This is an optimization exercise on Yosys and OpenROAD, whose aim is small area, not a production implementation. Function not checked in this run: the RTL went through the layout flow alone.

--- design/flow/flow/run.sh ---
#!/bin/bash
# Standard ORFS layout with two changes: small port buffers, and a clock tree of small
# buffers without dummy loads.
set -euo pipefail
bash standard.sh \
  "BUFFER_PORTS_ARGS=-buffer_cell sky130_fd_sc_hd__buf_1" \
  "CTS_ARGS=-sink_clustering_enable -repair_clock_nets -buf_list sky130_fd_sc_hd__clkbuf_8 -dont_use_dummy_load" \
  finish > make_finish.log 2>&1
--- design/flow/standard.sh ---
#!/bin/bash
# synth_recipe.tcl (not shown) runs the flow's synth.tcl, then flattens the netlist and writes it again
# the make line also repeats each setting of config.mk as NAME=value (left out here)
make -C /OpenROAD-flow-scripts/flow DESIGN_CONFIG=/design/flow/config.mk WORK_HOME=/design/flow/orfs CLKGATE_MAP_FILE= SYNTH_SCRIPT=/design/flow/synth_recipe.tcl "${@:-finish}"
--- design/flow/config.mk ---
export PLATFORM = sky130hd
export DESIGN_NAME = rgb2ycrcb
export DESIGN_NICKNAME = rgb2ycrcb
export VERILOG_FILES = /design/flow/design.v
export SDC_FILE = /design/flow/constraint.sdc
export NUM_CORES = 4
export LEC_CHECK = 0
export CAP_MARGIN = 20
export CORE_MARGIN = 2
export CORE_UTILIZATION = 70
export SLEW_MARGIN = 20
export SYNTH_HIERARCHICAL = 1
export SYNTH_MINIMUM_KEEP_SIZE = 0
--- design/flow/constraint.sdc ---
create_clock -name core_clock -period 6.0 [get_ports {clk}]
set_input_delay 1.2000 -clock core_clock [delete_from_list [all_inputs] [get_ports {clk}]]
set_output_delay 1.2000 -clock core_clock [all_outputs]
set_load 0.01 [all_outputs]
--- design/flow/design.v ---
`timescale 1ns/10ps
module rgb2ycrcb(clk, rst, r, g, b, y, cr, cb);
	input        clk;
	input        rst;
	input  [9:0] r, g, b;
	output reg [9:0] y, cr, cb;
	reg [31:0] pa;
	reg [35:0] pb;
	reg rst1, rst2;
	wire kill = rst | rst1 | rst2;
	wire x1;
	gxn ux1 (.a(r[0]), .b(g[0]), .y(x1));
	wire c2;
	assign c2 = (r[0] | ~g[0]);
	wire i3;
	assign i3 = ~g[1];
	wire s4;
	wire c5;
	fa us4 (.a(r[1]), .b(i3), .c(c2), .s(s4), .co(c5));
	wire i6;
	assign i6 = ~g[2];
	wire s7;
	wire c8;
	fa us7 (.a(r[2]), .b(i6), .c(c5), .s(s7), .co(c8));
	wire i9;
	assign i9 = ~g[3];
	wire s10;
	wire c11;
	fa us10 (.a(r[3]), .b(i9), .c(c8), .s(s10), .co(c11));
	wire i12;
	assign i12 = ~g[4];
	wire s13;
	wire c14;
	fa us13 (.a(r[4]), .b(i12), .c(c11), .s(s13), .co(c14));
	wire i15;
	assign i15 = ~g[5];
	wire s16;
	wire c17;
	fa us16 (.a(r[5]), .b(i15), .c(c14), .s(s16), .co(c17));
	wire i18;
	assign i18 = ~g[6];
	wire s19;
	wire c20;
	fa us19 (.a(r[6]), .b(i18), .c(c17), .s(s19), .co(c20));
	wire i21;
	assign i21 = ~g[7];
	wire s22;
	wire c23;
	fa us22 (.a(r[7]), .b(i21), .c(c20), .s(s22), .co(c23));
	wire i24;
	assign i24 = ~g[8];
	wire s25;
	wire c26;
	fa us25 (.a(r[8]), .b(i24), .c(c23), .s(s25), .co(c26));
	wire i27;
	assign i27 = ~g[9];
	wire s28;
	wire c29;
	fa us28 (.a(r[9]), .b(i27), .c(c26), .s(s28), .co(c29));
	wire x30;
	gxn ux30 (.a(b[0]), .b(g[0]), .y(x30));
	wire c31;
	assign c31 = (b[0] & ~g[0]);
	wire s32;
	wire c33;
	fa us32 (.a(b[1]), .b(i3), .c(c31), .s(s32), .co(c33));
	wire s34;
	wire c35;
	fa us34 (.a(b[2]), .b(i6), .c(c33), .s(s34), .co(c35));
	wire s36;
	wire c37;
	fa us36 (.a(b[3]), .b(i9), .c(c35), .s(s36), .co(c37));
	wire s38;
	wire c39;
	fa us38 (.a(b[4]), .b(i12), .c(c37), .s(s38), .co(c39));
	wire s40;
	wire c41;
	fa us40 (.a(b[5]), .b(i15), .c(c39), .s(s40), .co(c41));
	wire s42;
	wire c43;
	fa us42 (.a(b[6]), .b(i18), .c(c41), .s(s42), .co(c43));
	wire s44;
	wire c45;
	fa us44 (.a(b[7]), .b(i21), .c(c43), .s(s44), .co(c45));
	wire s46;
	wire c47;
	fa us46 (.a(b[8]), .b(i24), .c(c45), .s(s46), .co(c47));
	wire s48;
	wire c49;
	fa us48 (.a(b[9]), .b(i27), .c(c47), .s(s48), .co(c49));
	wire c50;
	assign c50 = (pa[1] & pa[10]) | (pa[1] & pa[0]) | (pa[10] & pa[0]);
	wire x51;
	gx2 ux51 (.a(pa[11]), .b(pa[21]), .y(x51));
	wire c52;
	assign c52 = ~(pa[11] | pa[21]);
	wire c53;
	assign c53 = (pa[2] & x51) | (pa[2] & c50) | (x51 & c50);
	wire s54;
	wire c55;
	fa us54 (.a(pa[3]), .b(c52), .c(c53), .s(s54), .co(c55));
	wire i56;
	assign i56 = ~s54;
	wire c57;
	assign c57 = (pa[12] & pa[22]) | (pa[12] & i56) | (pa[22] & i56);
	wire x58;
	gx2 ux58 (.a(pa[4]), .b(pa[21]), .y(x58));
	wire c59;
	assign c59 = (~pa[4] | ~pa[21]);
	wire s60;
	wire c61;
	fa us60 (.a(pa[10]), .b(pa[13]), .c(pa[23]), .s(s60), .co(c61));
	wire i62;
	assign i62 = ~s60;
	wire s63;
	wire c64;
	fa us63 (.a(x58), .b(i62), .c(c55), .s(s63), .co(c64));
	wire c65;
	assign c65 = (c57 & ~s63);
	wire s66;
	wire c67;
	fa us66 (.a(pa[5]), .b(pa[11]), .c(pa[22]), .s(s66), .co(c67));
	wire s68;
	wire c69;
	fa us68 (.a(pa[14]), .b(pa[24]), .c(c59), .s(s68), .co(c69));
	wire s70;
	wire c71;
	fa us70 (.a(c61), .b(s68), .c(c65), .s(s70), .co(c71));
	wire i72;
	assign i72 = ~s70;
	wire c73;
	assign c73 = (s66 & c64) | (s66 & i72) | (c64 & i72);
	wire s74;
	wire c75;
	fa us74 (.a(pa[6]), .b(pa[10]), .c(pa[12]), .s(s74), .co(c75));
	wire s76;
	wire c77;
	fa us76 (.a(pa[23]), .b(c67), .c(s74), .s(s76), .co(c77));
	wire s78;
	wire c79;
	fa us78 (.a(pa[15]), .b(pa[25]), .c(c69), .s(s78), .co(c79));
	wire i80;
	assign i80 = ~s76;
	wire s81;
	wire c82;
	fa us81 (.a(i80), .b(s78), .c(c71), .s(s81), .co(c82));
	wire c83;
	assign c83 = (~c73 & s81);
	wire x84;
	gx2 ux84 (.a(pa[7]), .b(pa[13]), .y(x84));
	wire c85;
	assign c85 = (~pa[7] | ~pa[13]);
	wire s86;
	wire c87;
	fa us86 (.a(pa[11]), .b(pa[16]), .c(pa[21]), .s(s86), .co(c87));
	wire s88;
	wire c89;
	fa us88 (.a(pa[24]), .b(x84), .c(c75), .s(s88), .co(c89));
	wire s90;
	wire c91;
	fa us90 (.a(pa[26]), .b(s86), .c(c79), .s(s90), .co(c91));
	wire i92;
	assign i92 = ~s90;
	wire s93;
	wire c94;
	fa us93 (.a(s88), .b(c77), .c(i92), .s(s93), .co(c94));
	wire i95;
	assign i95 = ~s93;
	wire c96;
	assign c96 = (i95 & c82) | (i95 & c83) | (c82 & c83);
	wire s97;
	wire c98;
	fa us97 (.a(pa[8]), .b(pa[10]), .c(pa[14]), .s(s97), .co(c98));
	wire s99;
	wire c100;
	fa us99 (.a(pa[12]), .b(pa[17]), .c(pa[22]), .s(s99), .co(c100));
	wire s101;
	wire c102;
	fa us101 (.a(pa[27]), .b(c85), .c(c87), .s(s101), .co(c102));
	wire s103;
	wire c104;
	fa us103 (.a(pa[25]), .b(s97), .c(c89), .s(s103), .co(c104));
	wire s105;
	wire c106;
	fa us105 (.a(s99), .b(s101), .c(c91), .s(s105), .co(c106));
	wire i107;
	assign i107 = ~s105;
	wire s108;
	wire c109;
	fa us108 (.a(s103), .b(i107), .c(c94), .s(s108), .co(c109));
	wire c110;
	assign c110 = (~s108 & c96);
	wire s111;
	wire c112;
	fa us111 (.a(pa[11]), .b(pa[13]), .c(pa[18]), .s(s111), .co(c112));
	wire s113;
	wire c114;
	fa us113 (.a(pa[9]), .b(pa[15]), .c(pa[26]), .s(s113), .co(c114));
	wire s115;
	wire c116;
	fa us115 (.a(pa[23]), .b(pa[28]), .c(c100), .s(s115), .co(c116));
	wire s117;
	wire c118;
	fa us117 (.a(s111), .b(c102), .c(s115), .s(s117), .co(c118));
	wire s119;
	wire c120;
	fa us119 (.a(c98), .b(s113), .c(c104), .s(s119), .co(c120));
	wire i121;
	assign i121 = ~s119;
	wire s122;
	wire c123;
	fa us122 (.a(s117), .b(i121), .c(c106), .s(s122), .co(c123));
	wire i124;
	assign i124 = ~c109;
	wire c125;
	assign c125 = (s122 & i124) | (s122 & c110) | (i124 & c110);
	wire x126;
	gx2 ux126 (.a(pa[0]), .b(pa[12]), .y(x126));
	wire c127;
	assign c127 = ~(pa[0] | pa[12]);
	wire s128;
	wire c129;
	fa us128 (.a(pa[14]), .b(pa[19]), .c(pa[24]), .s(s128), .co(c129));
	wire s130;
	wire c131;
	fa us130 (.a(pa[16]), .b(pa[27]), .c(x126), .s(s130), .co(c131));
	wire s132;
	wire c133;
	fa us132 (.a(pa[29]), .b(c112), .c(s128), .s(s132), .co(c133));
	wire s134;
	wire c135;
	fa us134 (.a(c116), .b(s132), .c(c118), .s(s134), .co(c135));
	wire s136;
	wire c137;
	fa us136 (.a(c114), .b(s130), .c(c120), .s(s136), .co(c137));
	wire i138;
	assign i138 = ~s136;
	wire s139;
	wire c140;
	fa us139 (.a(s134), .b(i138), .c(c123), .s(s139), .co(c140));
	wire x141;
	gxn ux141 (.a(s139), .b(c125), .y(x141));
	wire c142;
	assign c142 = ~(s139 & c125);
	wire s143;
	wire c144;
	fa us143 (.a(pa[1]), .b(pa[13]), .c(pa[15]), .s(s143), .co(c144));
	wire s145;
	wire c146;
	fa us145 (.a(pa[20]), .b(pa[25]), .c(pa[30]), .s(s145), .co(c146));
	wire s147;
	wire c148;
	fa us147 (.a(pa[17]), .b(pa[28]), .c(c127), .s(s147), .co(c148));
	wire s149;
	wire c150;
	fa us149 (.a(c129), .b(s143), .c(s145), .s(s149), .co(c150));
	wire s151;
	wire c152;
	fa us151 (.a(c133), .b(s149), .c(c135), .s(s151), .co(c152));
	wire s153;
	wire c154;
	fa us153 (.a(s147), .b(c131), .c(c137), .s(s153), .co(c154));
	wire i155;
	assign i155 = ~s153;
	wire s156;
	wire c157;
	fa us156 (.a(s151), .b(i155), .c(c140), .s(s156), .co(c157));
	wire x158;
	gx2 ux158 (.a(s156), .b(c142), .y(x158));
	wire c159;
	assign c159 = (s156 & ~c142);
	wire s160;
	wire c161;
	fa us160 (.a(pa[2]), .b(pa[14]), .c(pa[16]), .s(s160), .co(c161));
	wire s162;
	wire c163;
	fa us162 (.a(pa[26]), .b(pa[31]), .c(c144), .s(s162), .co(c163));
	wire s164;
	wire c165;
	fa us164 (.a(pa[18]), .b(pa[29]), .c(c148), .s(s164), .co(c165));
	wire s166;
	wire c167;
	fa us166 (.a(c146), .b(s160), .c(s162), .s(s166), .co(c167));
	wire s168;
	wire c169;
	fa us168 (.a(c150), .b(s166), .c(c152), .s(s168), .co(c169));
	wire i170;
	assign i170 = ~s164;
	wire i171;
	assign i171 = ~c154;
	wire s172;
	wire c173;
	fa us172 (.a(i170), .b(i171), .c(s168), .s(s172), .co(c173));
	wire s174;
	wire c175;
	fa us174 (.a(c157), .b(s172), .c(c159), .s(s174), .co(c175));
	wire s176;
	wire c177;
	fa us176 (.a(pa[3]), .b(c161), .c(c163), .s(s176), .co(c177));
	wire i178;
	assign i178 = ~c165;
	wire s179;
	wire c180;
	fa us179 (.a(i178), .b(c167), .c(s176), .s(s179), .co(c180));
	wire s181;
	wire c182;
	fa us181 (.a(s179), .b(c169), .c(c173), .s(s181), .co(c182));
	wire s183;
	wire c184;
	fa us183 (.a(pa[4]), .b(c177), .c(c180), .s(s183), .co(c184));
	wire x185;
	gx2 ux185 (.a(pb[0]), .b(pb[1]), .y(x185));
	wire c186;
	assign c186 = ~(pb[0] | pb[1]);
	wire s187;
	wire c188;
	fa us187 (.a(pb[3]), .b(pb[5]), .c(pb[6]), .s(s187), .co(c188));
	wire s189;
	wire c190;
	fa us189 (.a(pb[2]), .b(pb[4]), .c(x185), .s(s189), .co(c190));
	wire x191;
	gx2 ux191 (.a(s187), .b(s189), .y(x191));
	wire c192;
	assign c192 = (s187 & ~s189);
	wire x193;
	gx2 ux193 (.a(pb[7]), .b(pb[8]), .y(x193));
	wire c194;
	assign c194 = ~(pb[7] | pb[8]);
	wire s195;
	wire c196;
	fa us195 (.a(pb[10]), .b(pb[12]), .c(pb[13]), .s(s195), .co(c196));
	wire s197;
	wire c198;
	fa us197 (.a(pb[9]), .b(pb[11]), .c(c186), .s(s197), .co(c198));
	wire s199;
	wire c200;
	fa us199 (.a(x193), .b(s197), .c(c190), .s(s199), .co(c200));
	wire s201;
	wire c202;
	fa us201 (.a(c188), .b(s195), .c(c192), .s(s201), .co(c202));
	wire x203;
	gx2 ux203 (.a(s199), .b(s201), .y(x203));
	wire c204;
	assign c204 = (~s199 & s201);
	wire s205;
	wire c206;
	fa us205 (.a(pb[14]), .b(pb[1]), .c(pb[2]), .s(s205), .co(c206));
	wire s207;
	wire c208;
	fa us207 (.a(pb[15]), .b(pb[16]), .c(c196), .s(s207), .co(c208));
	wire s209;
	wire c210;
	fa us209 (.a(c194), .b(c198), .c(c200), .s(s209), .co(c210));
	wire s211;
	wire c212;
	fa us211 (.a(s205), .b(s207), .c(c202), .s(s211), .co(c212));
	wire i213;
	assign i213 = ~s209;
	wire s214;
	wire c215;
	fa us214 (.a(i213), .b(c204), .c(s211), .s(s214), .co(c215));
	wire s216;
	wire c217;
	fa us216 (.a(pb[17]), .b(pb[8]), .c(pb[9]), .s(s216), .co(c217));
	wire s218;
	wire c219;
	fa us218 (.a(pb[4]), .b(c206), .c(s216), .s(s218), .co(c219));
	wire s220;
	wire c221;
	fa us220 (.a(c208), .b(s218), .c(c212), .s(s220), .co(c221));
	wire i222;
	assign i222 = ~c210;
	wire s223;
	wire c224;
	fa us223 (.a(i222), .b(c215), .c(s220), .s(s223), .co(c224));
	wire s225;
	wire c226;
	fa us225 (.a(pb[18]), .b(pb[2]), .c(pb[11]), .s(s225), .co(c226));
	wire s227;
	wire c228;
	fa us227 (.a(c217), .b(s225), .c(c219), .s(s227), .co(c228));
	wire s229;
	wire c230;
	fa us229 (.a(s227), .b(c221), .c(c224), .s(s229), .co(c230));
	wire s231;
	wire c232;
	fa us231 (.a(pb[19]), .b(pb[9]), .c(c226), .s(s231), .co(c232));
	wire s233;
	wire c234;
	fa us233 (.a(s231), .b(c228), .c(c230), .s(s233), .co(c234));
	wire x235;
	gx2 ux235 (.a(pb[20]), .b(c232), .y(x235));
	wire x236;
	gx2 ux236 (.a(x235), .b(c234), .y(x236));
	wire c237;
	assign c237 = ~(~pa[21] & ~pa[22]);
	wire c238;
	assign c238 = (pa[22] & pa[23]) | (pa[22] & c237) | (pa[23] & c237);
	wire c239;
	assign c239 = (pa[23] & pa[24]) | (pa[23] & c238) | (pa[24] & c238);
	wire s240;
	wire c241;
	fa us240 (.a(pa[21]), .b(pa[24]), .c(pa[25]), .s(s240), .co(c241));
	wire c242;
	assign c242 = ~(~s240 & ~c239);
	wire s243;
	wire c244;
	fa us243 (.a(pa[22]), .b(pa[25]), .c(pa[26]), .s(s243), .co(c244));
	wire c245;
	assign c245 = (c241 & s243) | (c241 & c242) | (s243 & c242);
	wire s246;
	wire c247;
	fa us246 (.a(pa[21]), .b(pa[23]), .c(pa[26]), .s(s246), .co(c247));
	wire s248;
	wire c249;
	fa us248 (.a(pa[27]), .b(c244), .c(s246), .s(s248), .co(c249));
	wire c250;
	assign c250 = ~(~s248 & ~c245);
	wire s251;
	wire c252;
	fa us251 (.a(pa[22]), .b(pa[24]), .c(pa[27]), .s(s251), .co(c252));
	wire s253;
	wire c254;
	fa us253 (.a(pa[28]), .b(c247), .c(s251), .s(s253), .co(c254));
	wire c255;
	assign c255 = (c249 & s253) | (c249 & c250) | (s253 & c250);
	wire s256;
	wire c257;
	fa us256 (.a(pa[23]), .b(pa[25]), .c(pa[28]), .s(s256), .co(c257));
	wire s258;
	wire c259;
	fa us258 (.a(pa[29]), .b(c252), .c(s256), .s(s258), .co(c259));
	wire c260;
	assign c260 = (c254 & s258) | (c254 & c255) | (s258 & c255);
	wire s261;
	wire c262;
	fa us261 (.a(pa[10]), .b(pa[24]), .c(pa[26]), .s(s261), .co(c262));
	wire s263;
	wire c264;
	fa us263 (.a(pa[29]), .b(pa[30]), .c(c257), .s(s263), .co(c264));
	wire s265;
	wire c266;
	fa us265 (.a(s261), .b(s263), .c(c259), .s(s265), .co(c266));
	wire c267;
	assign c267 = (~s265 & ~c260);
	wire x268;
	gx2 ux268 (.a(pa[25]), .b(pa[27]), .y(x268));
	wire c269;
	assign c269 = (~pa[25] | ~pa[27]);
	wire s270;
	wire c271;
	fa us270 (.a(pa[30]), .b(pa[31]), .c(x268), .s(s270), .co(c271));
	wire s272;
	wire c273;
	fa us272 (.a(c262), .b(s270), .c(c264), .s(s272), .co(c273));
	wire i274;
	assign i274 = ~pa[11];
	wire s275;
	wire c276;
	fa us275 (.a(i274), .b(s272), .c(c266), .s(s275), .co(c276));
	wire x277;
	gx2 ux277 (.a(s275), .b(c267), .y(x277));
	wire c278;
	assign c278 = (~s275 & c267);
	wire s279;
	wire c280;
	fa us279 (.a(pa[26]), .b(pa[28]), .c(pa[31]), .s(s279), .co(c280));
	wire s281;
	wire c282;
	fa us281 (.a(s279), .b(c271), .c(c273), .s(s281), .co(c282));
	wire s283;
	wire c284;
	fa us283 (.a(pa[12]), .b(c269), .c(c278), .s(s283), .co(c284));
	wire i285;
	assign i285 = ~s283;
	wire s286;
	wire c287;
	fa us286 (.a(s281), .b(c276), .c(i285), .s(s286), .co(c287));
	wire i288;
	assign i288 = ~pa[13];
	wire s289;
	wire c290;
	fa us289 (.a(i288), .b(c280), .c(c282), .s(s289), .co(c290));
	wire i291;
	assign i291 = ~c284;
	wire s292;
	wire c293;
	fa us292 (.a(s289), .b(i291), .c(c287), .s(s292), .co(c293));
	wire i294;
	assign i294 = ~pa[14];
	wire s295;
	wire c296;
	fa us295 (.a(i294), .b(c290), .c(c293), .s(s295), .co(c296));
	wire x297;
	gx2 ux297 (.a(pb[3]), .b(pb[15]), .y(x297));
	wire c298;
	assign c298 = ~(~pb[3] | ~pb[15]);
	wire x299;
	gxn ux299 (.a(pb[24]), .b(x297), .y(x299));
	wire c300;
	assign c300 = (~pb[24] & ~x297);
	wire x301;
	gx2 ux301 (.a(pb[10]), .b(pb[4]), .y(x301));
	wire c302;
	assign c302 = (~pb[10] | ~pb[4]);
	wire s303;
	wire c304;
	fa us303 (.a(pb[25]), .b(c298), .c(x301), .s(s303), .co(c304));
	wire x305;
	gx2 ux305 (.a(c300), .b(s303), .y(x305));
	wire c306;
	assign c306 = (c300 & ~s303);
	wire s307;
	wire c308;
	fa us307 (.a(pb[15]), .b(pb[11]), .c(pb[26]), .s(s307), .co(c308));
	wire s309;
	wire c310;
	fa us309 (.a(pb[0]), .b(c302), .c(c306), .s(s309), .co(c310));
	wire i311;
	assign i311 = ~s309;
	wire s312;
	wire c313;
	fa us312 (.a(s307), .b(c304), .c(i311), .s(s312), .co(c313));
	wire x314;
	gxn ux314 (.a(pb[4]), .b(c308), .y(x314));
	wire c315;
	assign c315 = (~pb[4] | ~c308);
	wire s316;
	wire c317;
	fa us316 (.a(pb[7]), .b(x314), .c(c310), .s(s316), .co(c317));
	wire x318;
	gx2 ux318 (.a(s316), .b(c313), .y(x318));
	wire c319;
	assign c319 = ~(s316 & ~c313);
	wire s320;
	wire c321;
	fa us320 (.a(pb[1]), .b(c315), .c(c317), .s(s320), .co(c321));
	wire i322;
	assign i322 = ~s320;
	wire s323;
	wire c324;
	fa us323 (.a(pb[11]), .b(c319), .c(i322), .s(s323), .co(c324));
	wire x325;
	gx2 ux325 (.a(pb[8]), .b(c321), .y(x325));
	wire c326;
	assign c326 = ~(pb[8] | c321);
	wire x327;
	gxn ux327 (.a(x325), .b(c324), .y(x327));
	wire c328;
	assign c328 = (~x325 & ~c324);
	wire x329;
	gx2 ux329 (.a(pb[2]), .b(c328), .y(x329));
	wire c330;
	assign c330 = ~(pb[2] | c328);
	wire x331;
	gxn ux331 (.a(c326), .b(x329), .y(x331));
	wire c332;
	assign c332 = (~c326 & ~x329);
	wire x333;
	gx2 ux333 (.a(pb[9]), .b(c330), .y(x333));
	wire x334;
	gxn ux334 (.a(x333), .b(c332), .y(x334));
	wire c335;
	assign c335 = (~pa[10] & pa[11]);
	wire c336;
	assign c336 = (pa[11] & pa[12]) | (pa[11] & c335) | (pa[12] & c335);
	wire c337;
	assign c337 = (pa[12] & pa[13]) | (pa[12] & c336) | (pa[13] & c336);
	wire s338;
	wire c339;
	fa us338 (.a(pa[13]), .b(pa[14]), .c(c337), .s(s338), .co(c339));
	wire c340;
	assign c340 = (~pa[10] & s338);
	wire s341;
	wire c342;
	fa us341 (.a(pa[11]), .b(pa[14]), .c(pa[15]), .s(s341), .co(c342));
	wire c343;
	assign c343 = (s341 & c339) | (s341 & c340) | (c339 & c340);
	wire s344;
	wire c345;
	fa us344 (.a(pa[12]), .b(pa[15]), .c(pa[16]), .s(s344), .co(c345));
	wire i346;
	assign i346 = ~pa[10];
	wire s347;
	wire c348;
	fa us347 (.a(i346), .b(c342), .c(s344), .s(s347), .co(c348));
	wire c349;
	assign c349 = (s347 & c343);
	wire s350;
	wire c351;
	fa us350 (.a(pa[11]), .b(pa[13]), .c(pa[16]), .s(s350), .co(c351));
	wire s352;
	wire c353;
	fa us352 (.a(pa[17]), .b(c345), .c(s350), .s(s352), .co(c353));
	wire c354;
	assign c354 = (c348 & s352) | (c348 & c349) | (s352 & c349);
	wire x355;
	gxn ux355 (.a(pa[10]), .b(pa[12]), .y(x355));
	wire c356;
	assign c356 = ~(pa[10] | pa[12]);
	wire s357;
	wire c358;
	fa us357 (.a(pa[14]), .b(pa[17]), .c(pa[18]), .s(s357), .co(c358));
	wire s359;
	wire c360;
	fa us359 (.a(c351), .b(s357), .c(c353), .s(s359), .co(c360));
	wire c361;
	assign c361 = (x355 & s359) | (x355 & c354) | (s359 & c354);
	wire x362;
	gx2 ux362 (.a(pa[21]), .b(pa[13]), .y(x362));
	wire c363;
	assign c363 = ~(pa[21] | pa[13]);
	wire s364;
	wire c365;
	fa us364 (.a(pa[15]), .b(pa[18]), .c(pa[19]), .s(s364), .co(c365));
	wire s366;
	wire c367;
	fa us366 (.a(pa[11]), .b(c356), .c(x362), .s(s366), .co(c367));
	wire s368;
	wire c369;
	fa us368 (.a(c358), .b(s364), .c(c360), .s(s368), .co(c369));
	wire i370;
	assign i370 = ~s366;
	wire c371;
	assign c371 = (i370 & s368) | (i370 & c361) | (s368 & c361);
	wire x372;
	gx2 ux372 (.a(pa[22]), .b(pa[14]), .y(x372));
	wire c373;
	assign c373 = ~(pa[22] | pa[14]);
	wire s374;
	wire c375;
	fa us374 (.a(pa[16]), .b(pa[19]), .c(pa[20]), .s(s374), .co(c375));
	wire s376;
	wire c377;
	fa us376 (.a(pa[12]), .b(c363), .c(x372), .s(s376), .co(c377));
	wire s378;
	wire c379;
	fa us378 (.a(c365), .b(s374), .c(c369), .s(s378), .co(c379));
	wire i380;
	assign i380 = ~s378;
	wire s381;
	wire c382;
	fa us381 (.a(c367), .b(s376), .c(i380), .s(s381), .co(c382));
	wire x383;
	gx2 ux383 (.a(s381), .b(c371), .y(x383));
	wire c384;
	assign c384 = (~s381 & c371);
	wire s385;
	wire c386;
	fa us385 (.a(pa[23]), .b(pa[15]), .c(pa[17]), .s(s385), .co(c386));
	wire s387;
	wire c388;
	fa us387 (.a(pa[20]), .b(c375), .c(s385), .s(s387), .co(c388));
	wire s389;
	wire c390;
	fa us389 (.a(pa[13]), .b(c373), .c(c377), .s(s389), .co(c390));
	wire s391;
	wire c392;
	fa us391 (.a(s387), .b(c379), .c(c384), .s(s391), .co(c392));
	wire i393;
	assign i393 = ~s391;
	wire s394;
	wire c395;
	fa us394 (.a(s389), .b(c382), .c(i393), .s(s394), .co(c395));
	wire x396;
	gx2 ux396 (.a(pa[24]), .b(pa[16]), .y(x396));
	wire c397;
	assign c397 = (pa[24] | pa[16]);
	wire s398;
	wire c399;
	fa us398 (.a(pa[18]), .b(c386), .c(c388), .s(s398), .co(c399));
	wire s400;
	wire c401;
	fa us400 (.a(pa[14]), .b(x396), .c(c390), .s(s400), .co(c401));
	wire i402;
	assign i402 = ~s400;
	wire s403;
	wire c404;
	fa us403 (.a(s398), .b(i402), .c(c392), .s(s403), .co(c404));
	wire x405;
	gx2 ux405 (.a(s403), .b(c395), .y(x405));
	wire c406;
	assign c406 = (s403 & ~c395);
	wire s407;
	wire c408;
	fa us407 (.a(pa[25]), .b(c397), .c(c399), .s(s407), .co(c408));
	wire i409;
	assign i409 = ~c401;
	wire s410;
	wire c411;
	fa us410 (.a(i409), .b(s407), .c(c404), .s(s410), .co(c411));
	wire s412;
	wire c413;
	fa us412 (.a(pa[26]), .b(c408), .c(c411), .s(s412), .co(c413));
	wire x414;
	gxn ux414 (.a(pb[1]), .b(pb[2]), .y(x414));
	wire c415;
	assign c415 = ~(pb[1] | pb[2]);
	wire i416;
	assign i416 = ~pb[0];
	wire s417;
	wire c418;
	fa us417 (.a(i416), .b(pb[29]), .c(pb[30]), .s(s417), .co(c418));
	wire s419;
	wire c420;
	ha us419 (.a(x414), .b(s417), .s(s419), .co(c420));
	wire s421;
	wire c422;
	fa us421 (.a(pb[8]), .b(pb[9]), .c(pb[31]), .s(s421), .co(c422));
	wire s423;
	wire c424;
	fa us423 (.a(c418), .b(s421), .c(c420), .s(s423), .co(c424));
	wire i425;
	assign i425 = ~s423;
	wire s426;
	wire c427;
	fa us426 (.a(pb[7]), .b(c415), .c(i425), .s(s426), .co(c427));
	wire x428;
	gx2 ux428 (.a(pb[3]), .b(pb[2]), .y(x428));
	wire c429;
	assign c429 = ~(pb[3] | pb[2]);
	wire s430;
	wire c431;
	fa us430 (.a(pb[32]), .b(c422), .c(c424), .s(s430), .co(c431));
	wire s432;
	wire c433;
	fa us432 (.a(pb[1]), .b(x428), .c(c427), .s(s432), .co(c433));
	wire x434;
	gx2 ux434 (.a(s430), .b(s432), .y(x434));
	wire c435;
	assign c435 = ~(s430 & ~s432);
	wire s436;
	wire c437;
	fa us436 (.a(pb[10]), .b(pb[9]), .c(c431), .s(s436), .co(c437));
	wire s438;
	wire c439;
	fa us438 (.a(pb[8]), .b(c429), .c(c433), .s(s438), .co(c439));
	wire i440;
	assign i440 = ~s436;
	wire s441;
	wire c442;
	fa us441 (.a(i440), .b(c435), .c(s438), .s(s441), .co(c442));
	wire x443;
	gx2 ux443 (.a(pb[15]), .b(c437), .y(x443));
	wire c444;
	assign c444 = ~(pb[15] | c437);
	wire s445;
	wire c446;
	fa us445 (.a(pb[2]), .b(x443), .c(c439), .s(s445), .co(c446));
	wire x447;
	gxn ux447 (.a(s445), .b(c442), .y(x447));
	wire c448;
	assign c448 = (~s445 & ~c442);
	wire s449;
	wire c450;
	fa us449 (.a(pb[9]), .b(c444), .c(c446), .s(s449), .co(c450));
	wire i451;
	assign i451 = ~s449;
	wire s452;
	wire c453;
	fa us452 (.a(pb[4]), .b(c448), .c(i451), .s(s452), .co(c453));
	wire x454;
	gx2 ux454 (.a(pb[11]), .b(c450), .y(x454));
	wire x455;
	gxn ux455 (.a(x454), .b(c453), .y(x455));
	wire [9:0] yn = {~x236, s233, s229, s223, s214, ~x203, ~x191, pb[23], ~pb[22], ~pb[21]};
	wire [9:0] crn = {x334, ~x331, ~x327, ~s323, ~x318, ~s312, ~x305, ~x299, ~pb[28], ~pb[27]};
	wire [9:0] cbn = {x455, s452, ~x447, ~s441, ~x434, ~s426, s419, ~pb[35], ~pb[34], ~pb[33]};
	always @(posedge clk) begin
		rst1 <= rst;
		rst2 <= rst1;
		pa <= {c49, s48, s46, s44, s42, s40, s38, s36, s34, s32, x30, c29, s28, s25, s22, s19, s16, s13, s10, s7, s4, x1, g[9], g[8], g[7], g[6], g[5], g[4], g[3], g[2], g[1], g[0]};
		pb <= {x405, s394, x383, c413, s412, s410, c406, s286, x277, c296, s295, s292, s174, x158, x141, pa[9], pa[8], pa[7], pa[6], c184, pa[29], pa[5], s183, c182, pa[31], pa[28], pa[20], pa[18], pa[16], s181, c175, pa[30], pa[27], pa[19], pa[17], pa[15]};
		y  <= yn & {10{~kill}};
		cr <= {1'b0, crn[8:0] & {9{~(kill | crn[9])}}};
		cb <= {1'b0, cbn[8:0] & {9{~(kill | cbn[9])}}};
	end
endmodule
module fa(a, b, c, s, co);
	input a, b, c;
	output s, co;
	assign s = a ^ b ^ c;
	assign co = (a & b) | (a & c) | (b & c);
endmodule
module ha(a, b, s, co);
	input a, b;
	output s, co;
	assign s = a ^ b;
	assign co = a & b;
endmodule
module gx2(a, b, y);
	input a, b;
	output y;
	assign y = a ^ b;
endmodule
module gxn(a, b, y);
	input a, b;
	output y;
	assign y = ~(a ^ b);
endmodule
==> run notes <==
-- cell families (layout without fill, tap and decap cells) --
| logic type | count (synthesis) | count (layout) | share of synthesized area, % |
|---|---|---|---|
| compound gates | 26 | 26 | 3.01 |
| xor+xnor | 41 | 41 | 5.80 |
| fa+ha+maj | 160 | 160 | 50.9 |
| buf+inv | 51 | 124 | 3.22 |
| flops | 98 | 98 | 31.7 |
| other cells | 1 | 2 | 0.0606 |
| simple gates | 71 | 71 | 5.30 |
-- modules after synthesis (local to each module, per instance) --
module / flops+latches / copies in the design / cells inside
fa: 0 / 154 / 1
gxn: 0 / 12 / 1
gx2: 0 / 29 / 1
ha: 0 / 1 / 1
rgb2ycrcb: 98 / 1 / 252
-- registers in the layout (all words and copies together), names as in the netlist --
name and cells:
cr 9, cb 9, pb 36, y 10, pa 32, rst2 1, rst1 1
-- layout by cell type, fill, tap and decap left out, drive strengths merged, types with 2 or more instances in the layout --
master    n
fa      154
dfxtp    98
buf      68
inv      47
nor2     41
xor2     29
xnor2    12
clkbuf    9
a21oi     8
and2      8
nand2     7
nand2b    5
nor2b     5
maj3      5
o22ai     4
o21ai     2
o211ai    2
conb      2
nor3      2
-- final timing paths --
path                               startpoint       endpoint  slack (ns)  depth (start not counted)
worst max-delay path            pb[0]$_DFF_P_  cb[6]$_DFF_P_        1.01                         15
worst max register to register  pb[0]$_DFF_P_  cb[6]$_DFF_P_        1.01                         15
worst min-delay path             rst1$_DFF_P_   rst2$_DFF_P_        0.38                          0
worst min register to register   rst1$_DFF_P_   rst2$_DFF_P_        0.38                          0
-- final cells by class --
type	instances	area, um^2	area share, %
Tap cell	108	135	2.01
Inverter	47	176	2.63
Clock buffer	9	124	1.84
Timing Repair Buffer	68	289	4.30
Multi-Input combinational cell	300	4030	60.0
Sequential cell	98	1960	29.2
-- metal layers --
metal  share of wire (%)  track usage, %  vias to the layer above
li1                    -               -                     1497
met1                  42            36.9                     1736
met2                  52            47.1                       96
met3                 4.1            4.15                       13
met4                 1.5            6.09                        0
met5                   0               0                        -
-- critical path: cells and delay by family (launching register included) --
kind | cells | cell delay [ns]
adder cells (fa/ha/maj) | 9 | 3.62
flip-flops | 1 | 0.49
AND/OR/NAND/NOR | 2 | 0.41
buffers and inverters | 3 | 0.22
XOR/XNOR | 1 | 0.14
==> impl_metrics.sql <==
INSERT INTO impl_metrics (metric_group, metric, value, unit) VALUES
('clocking', 'cts_root_buf', 'clkbuf_8', ''),
('placed_design', 'last_weighted_congestion_value_of_the_routability_driven_placer', '0.840', ''),
('floorplan', 'core_area', '8640', 'um^2'),
('drt', 'first_iter_violations', '126', ''),
('clocking', 'number_of_hold_repair_buffers_added_at_the_cts_stage', '0', ''),
('min_path', 'worst_hold_path_type', 'reg -> reg', ''),
('sta', 'setup_tns', '0', 'ns'),
('final_layout', 'fraction_of_final_layout_cells_with_drive_strength_greater_than_1', '4.98', '%'),
('drt', 'drt_pre_antenna_iters', '4', ''),
('floorplan', 'design.portCount', '62', ''),
('worst_setup_path', 'crit_start_category', 'flop', ''),
('placed_design', 'place.detailed.hpwl', '9.59', 'mm'),
('clocking', 'post_cts_resize_count', '0', ''),
('final_layout', 'design.final.nets', '711', ''),
('worst_setup_path', 'cpMostUsedCell', 'fa_1', ''),
('sta', 'setup_violations', '0', ''),
('yosys', 'synth_cell_types', '36', ''),
('drt', 'antenna_left', '0', ''),
('final_layout', 'num-fill-cells', '564', ''),
('sta', 'timing.hold.ws', '0.380', 'ns'),
('clocking', 'cts_buffers', '9', ''),
('clocking', 'clkSinkCount', '98', ''),
('sta', 'total_count_of_max_transition_violations_in_the_final_report', '0', ''),
('yosys', 'synthTopCellsByArea', 'fa_1 (50%), dfxtp_1 (32%), xor2_1 (4.1%)', ''),
('sta', 'rsz_0062_raised_after_global_routing', 'false', ''),
('sta', 'relSlewSlack', '51.0', '%'),
('yosys', 'synth_warnings', '7', ''),
('clocking', 'cts-htree-levels', '3', ''),
('flow_run', 'maxCapViolCount', '0', ''),
('sta', 'finalCritPeriodShare', '83.1', '%'),
('clocking', 'clock_insertion_delay_worst_skew', '0.36', 'ns'),
('global_route', 'grt_pass1_vias', '3829', ''),
('yosys', 'asyncSetResetFlopFracSynth', '0', '%'),
('yosys', 'synth_largest_area_cell', 'fa_1', ''),
('yosys', 'synth.top_cells.by_count', 'fa_1 (154), dfxtp_1 (98), inv_1 (47)', ''),
('final_layout', 'layout-area-overhead-vs-synth', '8.55', '%'),
('floorplan', 'fp.dieArea', '9610', 'um^2'),
('drt', 'via_per_inst', '5.30', ''),
('placed_design', 'placement.cell_area', '6590', 'um^2'),
('worst_setup_path', 'slowest_delay', '0.49', 'ns'),
('floorplan', 'die_h', '98.0', 'um'),
('floorplan', 'die_w', '98.0', 'um'),
('drt', 'via_count', '3342', ''),
('clocking', 'post-cts-setup-buffers', '0', ''),
('floorplan', 'floorplan.initialDensity', '71.6', '%'),
('yosys', 'synth_cells', '448', ''),
('sta', 'clock_skew', '0.0207', 'ns'),
('sta', 'finalWorstPathRequiredPeriod', '4.99', 'ns'),
('worst_setup_path', 'critical_path_required', '6.23', 'ns'),
('placed_design', 'placedCellCount', '621', ''),
('drt', 'routedWlPerCell', '17.9', 'um'),
('sta', 'finalHoldViolations', '0', ''),
('placed_design', 'dp_slack', '0.707', 'ns'),
('yosys', 'dominantRegCellSynth', 'dfxtp_1', ''),
('global_route', 'largest_net_degree_at_the_start_of_global_routing', '16', ''),
('clocking', 'cts.reportedPaths.clkPinSlew', '0.08', 'ns'),
('drt', 'drc', '0', ''),
('final_layout', 'antenna-diode-count', '0', ''),
('outcome', 'outcome', 'complete, no violations', ''),
('drt', 'routed_wl', '11.3', 'mm'),
('sta', 'max_clock_freq', '201', 'MHz'),
('yosys', 'cell_with_the_most_instances_after_synthesis', 'fa_1', ''),
('final_layout', 'layout.cell_area.non_filler', '6720', 'um^2'),
('worst_setup_path', 'critical_path_arrival', '5.22', 'ns');

## what the ideal ports hide
The flow's constraints put no driver on any port. The routed layout listed below was extracted and timed again, unchanged, in two steps.
Step 1 (the two cells are an assumption about what drives the block):
set clk [get_ports {clk}]
set_driving_cell -lib_cell sky130_fd_sc_hd__clkbuf_16 $clk
set_driving_cell -lib_cell sky130_fd_sc_hd__buf_2 [delete_from_list [all_inputs] $clk]
Step 2 moves the port delays by t, midway between the first and last clock arrival at a register: inputs arrive t later, outputs are due t later. That takes back most of the time a late clock gives input paths.
a / b / c = no drivers / after step 1 / after step 2; a / b = the first two.
t (ns): 0.381
setup WS [ns]: 1.014 / 1.014 / 0.698
clock arrival spread, ns: 0.021 / 0.021
pins driven straight from the clock port: 1
After both steps this run still meets setup and hold. The setup slack of this run moves by 0.000 ns with the drivers and by -0.316 ns with both steps.
